What follows belongs to an exercise in optimizing a design on an open flow for small area, a short achievable clock period and few clock cycles per item; a production flow would make more cautious choices.
In this exercise RTL edits were held to simulation tests only and were not proved equivalent to the original.
Power is estimated from default activity; no workload was simulated.

==> job 5056: inputs <==
// mnist_head
module mnist_head(
    input               clk,
    input               rst_n,
    input  [15:0]       my_input,
    input               input_valid,
    output [16:0]       output_data,
    output [159:0]      output_scores,
    output              output_valid);
clock: 10.0 ns
lec_check: 0
cap_margin: 20
core_margin: 2
core_utilization: 55
cts_cluster_diameter: 100
cts_cluster_size: 30
slew_margin: 20
standard.sh (not shown) runs the stock make flow with config.mk's settings and CLKGATE_MAP_FILE= SYNTH_SCRIPT=/design/flow/synth_recipe.tcl, a recipe that flattens the netlist after the stock synthesis.
==> flow/flow/run.sh <==
#!/bin/bash
# Own layout flow: the standard layout (standard.sh) with two changes to how
# the layout is made, none to the constraints:
#  - synthesis uses the reference script with Yosys's fine-stage "abc -fast"
#    skipped (synth -noabc), so that the carry-save adder trees written in the RTL
#    map onto full-adder cells without inverters between them; the final ABC
#    mapping, the registers and their names are unchanged;
#  - repair_timing aims for a larger setup slack (SETUP_SLACK_MARGIN).
# Each tool's output goes to the ORFS logs under orfs/logs; make's own output to
# flow_standard.log here.
set -euo pipefail
W=$PWD
sed 's/yosys synth -nofsm -noshare/yosys synth -nofsm -noshare -noabc/' synth_recipe.tcl > flow_synth.tcl
grep -q -- '-noabc' flow_synth.tcl
sed "s|SYNTH_SCRIPT=[^ ]*|SYNTH_SCRIPT=$W/flow_synth.tcl|" standard.sh > flow_standard.sh
grep -q "SYNTH_SCRIPT=$W/flow_synth.tcl" flow_standard.sh
export SETUP_SLACK_MARGIN=${FLOW_SETUP_MARGIN:-6.6}
bash flow_standard.sh > flow_standard.log 2>&1
==> job 9800: changes against job 5056 <==
--- a/flow/design.v
+++ b/flow/design.v
@@ -3575,50 +3575,50 @@
     as9 <= {n9_c136, n9_c135, n9_c134, n9_c133, n9_c132, n9_c131, n9_c130, n9_c129, n9_c128, n9_c127, n9_c126, n9_c125, n9_c124, n9_c123, n9_c122, n9_c121, n9_c120, n9_c119, n9_c118, n9_c117, n9_c116, n9_c115, n9_c114, n9_c113, n9_c112, n9_c111, n9_c110, n9_c109, n9_c108, n9_s108};
     ac9 <= {n9_s137, n9_s136, n9_s135, n9_s134, n9_s133, n9_s132, n9_s131, n9_s130, n9_s129, n9_s128, n9_s127, n9_s126, n9_s125, n9_s124, n9_s123, n9_s122, n9_s121, n9_s120, n9_s119, n9_s118, n9_s117, n9_s116, n9_s115, n9_s114, n9_s113, n9_s112, n9_s111, n9_s110, n9_s109, fc9[0]};
 end
 wire [29:0] sum9 = as9 + ac9;
 wire [14:0] sc9 = sum9[29] ? 15'd0 : (|sum9[28:27]) ? 15'h7fff : sum9[26:12];
 reg [14:0] score9;
 always @(posedge clk) score9 <= sc9;
 assign output_scores[159:144] = {1'b0, score9};
-reg hr0;    
-always @(posedge clk) hr0 <= score1 > score0;
-wire [14:0] pw0 = hr0 ? score1 : score0;
-reg hr1;    
-always @(posedge clk) hr1 <= score3 > score2;
-wire [14:0] pw1 = hr1 ? score3 : score2;
-reg hr2;    
-always @(posedge clk) hr2 <= score5 > score4;
-wire [14:0] pw2 = hr2 ? score5 : score4;
-reg hr3;    
-always @(posedge clk) hr3 <= score7 > score6;
-wire [14:0] pw3 = hr3 ? score7 : score6;
-reg hr4;    
-always @(posedge clk) hr4 <= score9 > score8;
-wire [14:0] pw4 = hr4 ? score9 : score8;
-wire gt1_0 = pw1 > pw0;    
-wire gt2_0 = pw2 > pw0;    
-wire gt3_0 = pw3 > pw0;    
-wire gt4_0 = pw4 > pw0;    
-wire gt2_1 = pw2 > pw1;    
-wire gt3_1 = pw3 > pw1;    
-wire gt4_1 = pw4 > pw1;    
-wire gt3_2 = pw3 > pw2;    
-wire gt4_2 = pw4 > pw2;    
-wire gt4_3 = pw4 > pw3;    
+wire hi0 = score1 > score0;    
+reg [15:0] pr0;    
+always @(posedge clk) pr0 <= hi0 ? {1'b1, score1} : {1'b0, score0};
+wire hi1 = score3 > score2;    
+reg [15:0] pr1;    
+always @(posedge clk) pr1 <= hi1 ? {1'b1, score3} : {1'b0, score2};
+wire hi2 = score5 > score4;    
+reg [15:0] pr2;    
+always @(posedge clk) pr2 <= hi2 ? {1'b1, score5} : {1'b0, score4};
+wire hi3 = score7 > score6;    
+reg [15:0] pr3;    
+always @(posedge clk) pr3 <= hi3 ? {1'b1, score7} : {1'b0, score6};
+wire hi4 = score9 > score8;    
+reg [15:0] pr4;    
+always @(posedge clk) pr4 <= hi4 ? {1'b1, score9} : {1'b0, score8};
+wire gt1_0 = pr1[14:0] > pr0[14:0];    
+wire gt2_0 = pr2[14:0] > pr0[14:0];    
+wire gt3_0 = pr3[14:0] > pr0[14:0];    
+wire gt4_0 = pr4[14:0] > pr0[14:0];    
+wire gt2_1 = pr2[14:0] > pr1[14:0];    
+wire gt3_1 = pr3[14:0] > pr1[14:0];    
+wire gt4_1 = pr4[14:0] > pr1[14:0];    
+wire gt3_2 = pr3[14:0] > pr2[14:0];    
+wire gt4_2 = pr4[14:0] > pr2[14:0];    
+wire gt4_3 = pr4[14:0] > pr3[14:0];    
 wire win0 = ~gt1_0 & ~gt2_0 & ~gt3_0 & ~gt4_0;
 wire win1 = ~gt2_1 & ~gt3_1 & ~gt4_1 & gt1_0;
 wire win2 = ~gt3_2 & ~gt4_2 & gt2_0 & gt2_1;
 wire win3 = ~gt4_3 & gt3_0 & gt3_1 & gt3_2;
 wire win4 = gt4_0 & gt4_1 & gt4_2 & gt4_3;
 wire [3:0] widx =
-    ({4{win0}} & {3'd0, hr0}) | ({4{win1}} & {3'd1, hr1}) |
-    ({4{win2}} & {3'd2, hr2}) | ({4{win3}} & {3'd3, hr3}) |
-    ({4{win4}} & {3'd4, hr4});
+    ({4{win0}} & {3'd0, pr0[15]}) | ({4{win1}} & {3'd1, pr1[15]}) |
+    ({4{win2}} & {3'd2, pr2[15]}) | ({4{win3}} & {3'd3, pr3[15]}) |
+    ({4{win4}} & {3'd4, pr4[15]});
 reg [3:0] idx;
 always @(posedge clk) idx <= widx;
 assign output_data = {13'd0, idx};
 assign output_valid = ov;
 always @(posedge clk or negedge rst_n)
     if (!rst_n) begin
         d1 <= 1'b0; d2 <= 1'b0; ov <= 1'b0;
         d3 <= 1'b0;
==> flow/config.mk (replaced) <==
export PLATFORM = sky130hd
export DESIGN_NAME = mnist_head
export DESIGN_NICKNAME = mnist_head
export VERILOG_FILES = /design/flow/design.v
export SDC_FILE = /design/flow/constraint.sdc
export NUM_CORES = 4
export LEC_CHECK = 0
export CAP_MARGIN = 20
export CORE_MARGIN = 2
export CORE_UTILIZATION = 55
export SLEW_MARGIN = 20
==> results.txt <==
item                                                                                                job 9800                 job 5056
Worst ir drop on vdd                                                                              0.000386 V               0.000251 V
Global-route met1 utilization                                                                          46.3%                    48.9%
Layout overhead on the synthesized area                                                                12.5%                    10.5%
CTS Buf Count                                                                                            120                       50
Slew at the pin closest to its max-slew limit                                                        1.06 ns                  1.22 ns
Clock skew                                                                                         0.0514 ns                0.0612 ns
Initial standard-cell utilization of the core                                                          55.4%                    55.2%
Setup slack on the worst flop-to-flop path                                                           6.59 ns                  6.60 ns
Number of standard cells in the layout, taps in and fillers out                                        10883                    10602
Placed Cells                                                                                           10443                    10284
WP buf/inv                                                                                                 1                        3
Clock transition time at the flip-flop clock pins of the worst setup and hold paths                  0.06 ns                  0.11 ns
Time the worst path needs with I/O delays and setup                                                  3.41 ns                  3.40 ns
Result of the run                                                                    complete, no violations  complete, no violations
Sum of met3 wire segment lengths after detailed routing                                              30.7 mm                  29.3 mm
Number of levels the H-tree was split into                                                                 3                        2
Terminus of the critical flop-to-flop path                                                            ac1[7]                score6[6]
Number of buffers inserted to repair setup after CTS                                                     119                      117
Compound-Gate Fraction of Synth Area                                                                   13.4%                    13.7%
Count of cell types in the netlist                                                                        86                       87
Internal Power                                                                                       21.3 mW                  19.2 mW
Relative area of non-clock buffer cells in the final design                                            5.83%                    6.28%
Fillers                                                                                                13389                    13492
Area of combinational cells with multiple inputs                                                  0.0663 mm²               0.0665 mm²
Testbench counts of job 5056, summed over its fixed seeds: cycles 33,600, items 2,400.
Testbench counts of job 9800, summed over its fixed seeds: cycles 33,600, items 2,400.

## port drivers added, routing unchanged
The flow's constraints put no driver on any port. The routed layouts listed below were extracted and timed again, unchanged, in two steps.
Step 1 (the two cells are an assumption about what drives the block):
set clk [get_ports {clk}]
set_driving_cell -lib_cell sky130_fd_sc_hd__clkbuf_16 $clk
set_driving_cell -lib_cell sky130_fd_sc_hd__buf_2 [delete_from_list [all_inputs] $clk]
Step 2 moves the port delays by t, midway between the first and last clock arrival at a register: inputs arrive t later, outputs are due t later. That takes back most of the time a late clock gives input paths.
a / b / c = no drivers / after step 1 / after step 2; a / b = the first two.
| run | t, ns | slack for setup (ns) | worst data-port slew with drivers (ns) |
|---|---|---|---|
| job 5056 | 0.825 | 6.598 / 6.534 / 5.969 | 0.16 |
| job 9800 | 0.877 | 6.590 / 6.500 / 5.890 | 0.16 |
After both steps every run listed still meets setup and hold. For job 9800, which loses most, drivers alone change the setup slack by -0.090 ns; drivers and shift together by -0.700 ns.
